What follows belongs to an exercise in optimizing a design on an open flow for small area; a production flow would make more cautious choices.
RTL that was checked went through simulation tests only; none was proved equivalent to the original.
Power is estimated from default activity; no workload was simulated.

Setup of v3:
Design tenthirty, start of the top module:
module tenthirty(
    input clk,
    input rst_n,  
    input btn_m,  
    input btn_r,  
    output reg [7:0] seg7_sel,
    output reg [7:0] seg7,    
    output reg [7:0] seg7_l,  
    output reg [2:0] led  
);
Size in the first run: about 530 cells after synthesis, roughly 3600 sq um of cells after synthesis.
export LEC_CHECK = 0
export ABC_AREA = 1
export CAP_MARGIN = 20
export CORE_MARGIN = 2
export CORE_UTILIZATION = 65
export CTS_BUF_LIST = sky130_fd_sc_hd__clkbuf_8
export SLEW_MARGIN = 20
create_clock -name core_clock -period 10.0 [get_ports {clk}]
standard.sh (not shown) runs the stock make flow with config.mk's settings and CLKGATE_MAP_FILE= SYNTH_SCRIPT=/design/flow/synth_recipe.tcl, a recipe that flattens the netlist after the stock synthesis.
==> flow/flow/run.sh <==
#!/bin/bash
# Own layout flow: the standard layout, with
#  - synthesis through flow/synth.tcl (the standard flow's synthesis script with an area
#    oriented ABC script, flow/abc.script, and no adder extraction), and
#  - sky130_fd_sc_hd__buf_1 as the port buffers.
set -euo pipefail
W=$(pwd)
export OWN_ABC_SCRIPT=$W/flow/abc.script
bash standard.sh synth "SYNTH_SCRIPT=$W/flow/synth.tcl" > $W/own_synth.log 2>&1
bash standard.sh finish "BUFFER_PORTS_ARGS=-buffer_cell sky130_fd_sc_hd__buf_1" > $W/own_layout.log 2>&1
==> flow/flow/abc.script <==
strash
balance -l; resub -K 6 -l; rewrite -l; resub -K 6 -N 2 -l; refactor -l; resub -K 8 -l; balance -l; resub -K 8 -N 2 -l; rewrite -l; resub -K 10 -l; rewrite -z -l; resub -K 10 -N 2 -l; balance -l; resub -K 12 -l; refactor -z -l; resub -K 12 -N 2 -l; rewrite -z -l; balance -l
dch -f
amap
topo
==> flow/flow/synth.tcl <==
# The standard flow's synthesis script (synth_recipe.tcl), with the combinational logic
# mapped for area by flow/abc.script and without ORFS's adder extraction.
proc synth {args} { yosys synth -nofsm -noshare {*}$args }
proc abc {args} {
  set i [lsearch -exact $args -script]
  if {$i >= 0} { lset args [expr {$i + 1}] $::env(OWN_ABC_SCRIPT) }
  yosys abc {*}$args
}
set ::env(ADDER_MAP_FILE) ""
source $::env(SCRIPTS_DIR)/synth.tcl
# left out here: clear keep_hierarchy, flatten, clean up, hide names made inside functions, write 1_2_yosys.v
v3 completed every stage of the flow, and the final layout passed the timing, design-rule and antenna checks.
For v49, these inputs were changed with respect to v3:
==> flow/flow/abc.script <==
strash
&get -n
&deepsyn -T 60
&put
dch -f
amap
topo
Findings:
- v49 vs v3 — non-clock buffer count climbed by a few percent
- Cell area | v49 vs v3 | v49 smaller
- Between v49 and v3, initial core utilization is higher for v49, v3 comes in under that.
- Diff v3 -> v49: combinational power share increased 14 points; number of vias in the routed layout went down by 194; met3 track utilization from global routing went up by 0.53 points; synthesized-area fraction occupied by ao, oa, aoi and oai cells fell 2.2 points; final hold slack picked up an extra 0.0046 ns.
- Max area added between synthesis and finish across v49 and v3: v49
- Looking at end of the critical path, the player_total[5] result is from v49; the dealer_total[5] one comes from v3.
- Between v3 and v49, net switching power increased.
Input changes introduced in v12 (baseline for comparison: v49):
- setting CTS_CLUSTER_SIZE to 8 for the first time
- changing CORE_UTILIZATION from 65 to 40
==> flow/flow/abc.script <==
strash
balance -l; resub -K 6 -l; rewrite -l; resub -K 6 -N 2 -l; refactor -l; resub -K 8 -l; balance -l; resub -K 8 -N 2 -l; rewrite -l; resub -K 10 -l; rewrite -z -l; resub -K 10 -N 2 -l; balance -l; resub -K 12 -l; refactor -z -l; resub -K 12 -N 2 -l; rewrite -z -l; balance -l
dch -f
amap
topo
--- outcome ---
Having completed the whole flow, v12 delivered a layout that passed the timing, design-rule and antenna checks.
Wire: v12 routes more than v49
Looking at v12 and v49, the critical path arrival is a wash.
Higher logic gate share of total power was reported by v49, not v12.
v12: final worst-path setup slack higher than v49
The number of signal-net buffers in the layout in v12 sits about 3% below the value recorded for v49.
NOTE cell area after synthesis v49->v12 increased by a few percent
In the tables for v12 and v49, starting density of the core reads lower with v12.
cnt[4] as the worst setup path startpoint was reported by v49, and cnt[5] by v12.
Re via density per instance: v49 was higher than v12.
[v12 vs v49] area inside the core boundary: higher in v12
Setup changes, v12 to v48
- setting CTS_CLUSTER_DIAMETER to 20 for the first time
--- outcome ---
- v48 vs. v12: global-route usage stayed essentially flat, total number of placement rows stayed essentially flat, share of the final layout cell area in sequential cells stayed essentially flat, biggest fanout along the worst timing path stayed essentially flat, final clock skew stayed essentially flat.
- Cell area came out exactly the same in v12 and v48.
- Taking v12 as the reference, in v48 fraction of power consumed by combinational cells held steady; total number of H-tree levels held steady.

---

Another version of the RTL of tenthirty (not shown whole).
For scale: about 490 cells after synthesis.
Settings: LEC_CHECK=0, ABC_AREA=1, CAP_MARGIN=20, CORE_MARGIN=2, CORE_UTILIZATION=65, CTS_BUF_LIST=sky130_fd_sc_hd__clkbuf_8, SLEW_MARGIN=20; clock period 10.0 ns.
==> flow/flow/run.sh <==
#!/bin/bash
# Own layout flow: the standard layout, with
#  - synthesis through flow/synth.tcl (the standard flow's synthesis script with an area
#    oriented ABC script, flow/abc.script, and no adder extraction), and
#  - sky130_fd_sc_hd__buf_1 as the port buffers.
set -euo pipefail
W=$(pwd)
export OWN_ABC_SCRIPT=$W/flow/abc.script
bash standard.sh synth "SYNTH_SCRIPT=$W/flow/synth.tcl" > $W/own_synth.log 2>&1
bash standard.sh finish "BUFFER_PORTS_ARGS=-buffer_cell sky130_fd_sc_hd__buf_1" "CTS_ARGS=-buf_list sky130_fd_sc_hd__clkbuf_8 -sink_clustering_enable -sink_clustering_size 30 -sink_clustering_max_diameter 300 -repair_clock_nets" > $W/own_layout.log 2>&1
==> flow/flow/abc.script <==
strash
&get -n
&deepsyn -T 60
&put
dch -f
amap
topo
Scripts as last shown in full above: flow/flow/synth.tcl
The baseline went through all stages and came out clean.
==> next run, changes <==
--- a/flow/flow/run.sh
+++ b/flow/flow/run.sh
@@ -9,2 +9,2 @@
 bash standard.sh synth "SYNTH_SCRIPT=$W/flow/synth.tcl" > $W/own_synth.log 2>&1
-bash standard.sh finish "BUFFER_PORTS_ARGS=-buffer_cell sky130_fd_sc_hd__buf_1" "CTS_ARGS=-buf_list sky130_fd_sc_hd__clkbuf_8 -sink_clustering_enable -sink_clustering_size 30 -sink_clustering_max_diameter 300 -repair_clock_nets" > $W/own_layout.log 2>&1
+bash standard.sh finish "BUFFER_PORTS_ARGS=-buffer_cell sky130_fd_sc_hd__buf_1" "CTS_ARGS=-buf_list sky130_fd_sc_hd__clkbuf_16 -root_buf sky130_fd_sc_hd__clkbuf_16 -repair_clock_nets" > $W/own_layout.log 2>&1
After rerunning: Core utilization rose by 1.0 points. Design area rose by 1.4%. Power rose by 12%. Cell count is about the same. Sequential cell count is unchanged. Die area stays the same. Clock-buffer cell count is unchanged. Fmax stays flat. Worst setup slack improves by 0.017 ns. Sequential share of layout area fell by 0.49 points.
Function was not checked in any run of this note: the RTL went through the layout flow alone.

-- separate check: timing with driven ports --
Ports are ideal in the flow. The routed layouts listed here were re-timed in OpenROAD. Step 1 assumes that a clkbuf_16 drives the clock port and a buf_2 every other input. Step 2 times the ports against the registers' clock, not the clock port: input delays grow and output delays shrink by t, the midpoint of the rising clock arrivals with the driver on. Three values: ideal ports, drivers, drivers and shift; two values: the first two.
| run | shift t [ns] | slack for setup (ns) | worst register clock-pin slew, ns | cell pins on the clock port's net |
|---|---|---|---|---|
| v3 | 0.329 | 3.626 / 3.626 / 3.626 | 0.10 / 0.10 | 1 |
| v49 | 0.347 | 3.764 / 3.764 / 3.764 | 0.11 / 0.11 | 1 |
| v12 | 0.340 | 3.769 / 3.769 / 3.769 | 0.10 / 0.10 | 1 |
| v48 | 0.340 | 3.769 / 3.769 / 3.769 | 0.10 / 0.10 | 1 |
| the first run of note 2 | 0.344 | 2.866 / 2.866 / 2.866 | 0.11 / 0.11 | 1 |
| the second run of note 2 | 0.323 | 2.883 / 2.883 / 2.883 | 0.08 / 0.08 | 1 |
After both steps every run listed still meets setup and hold.
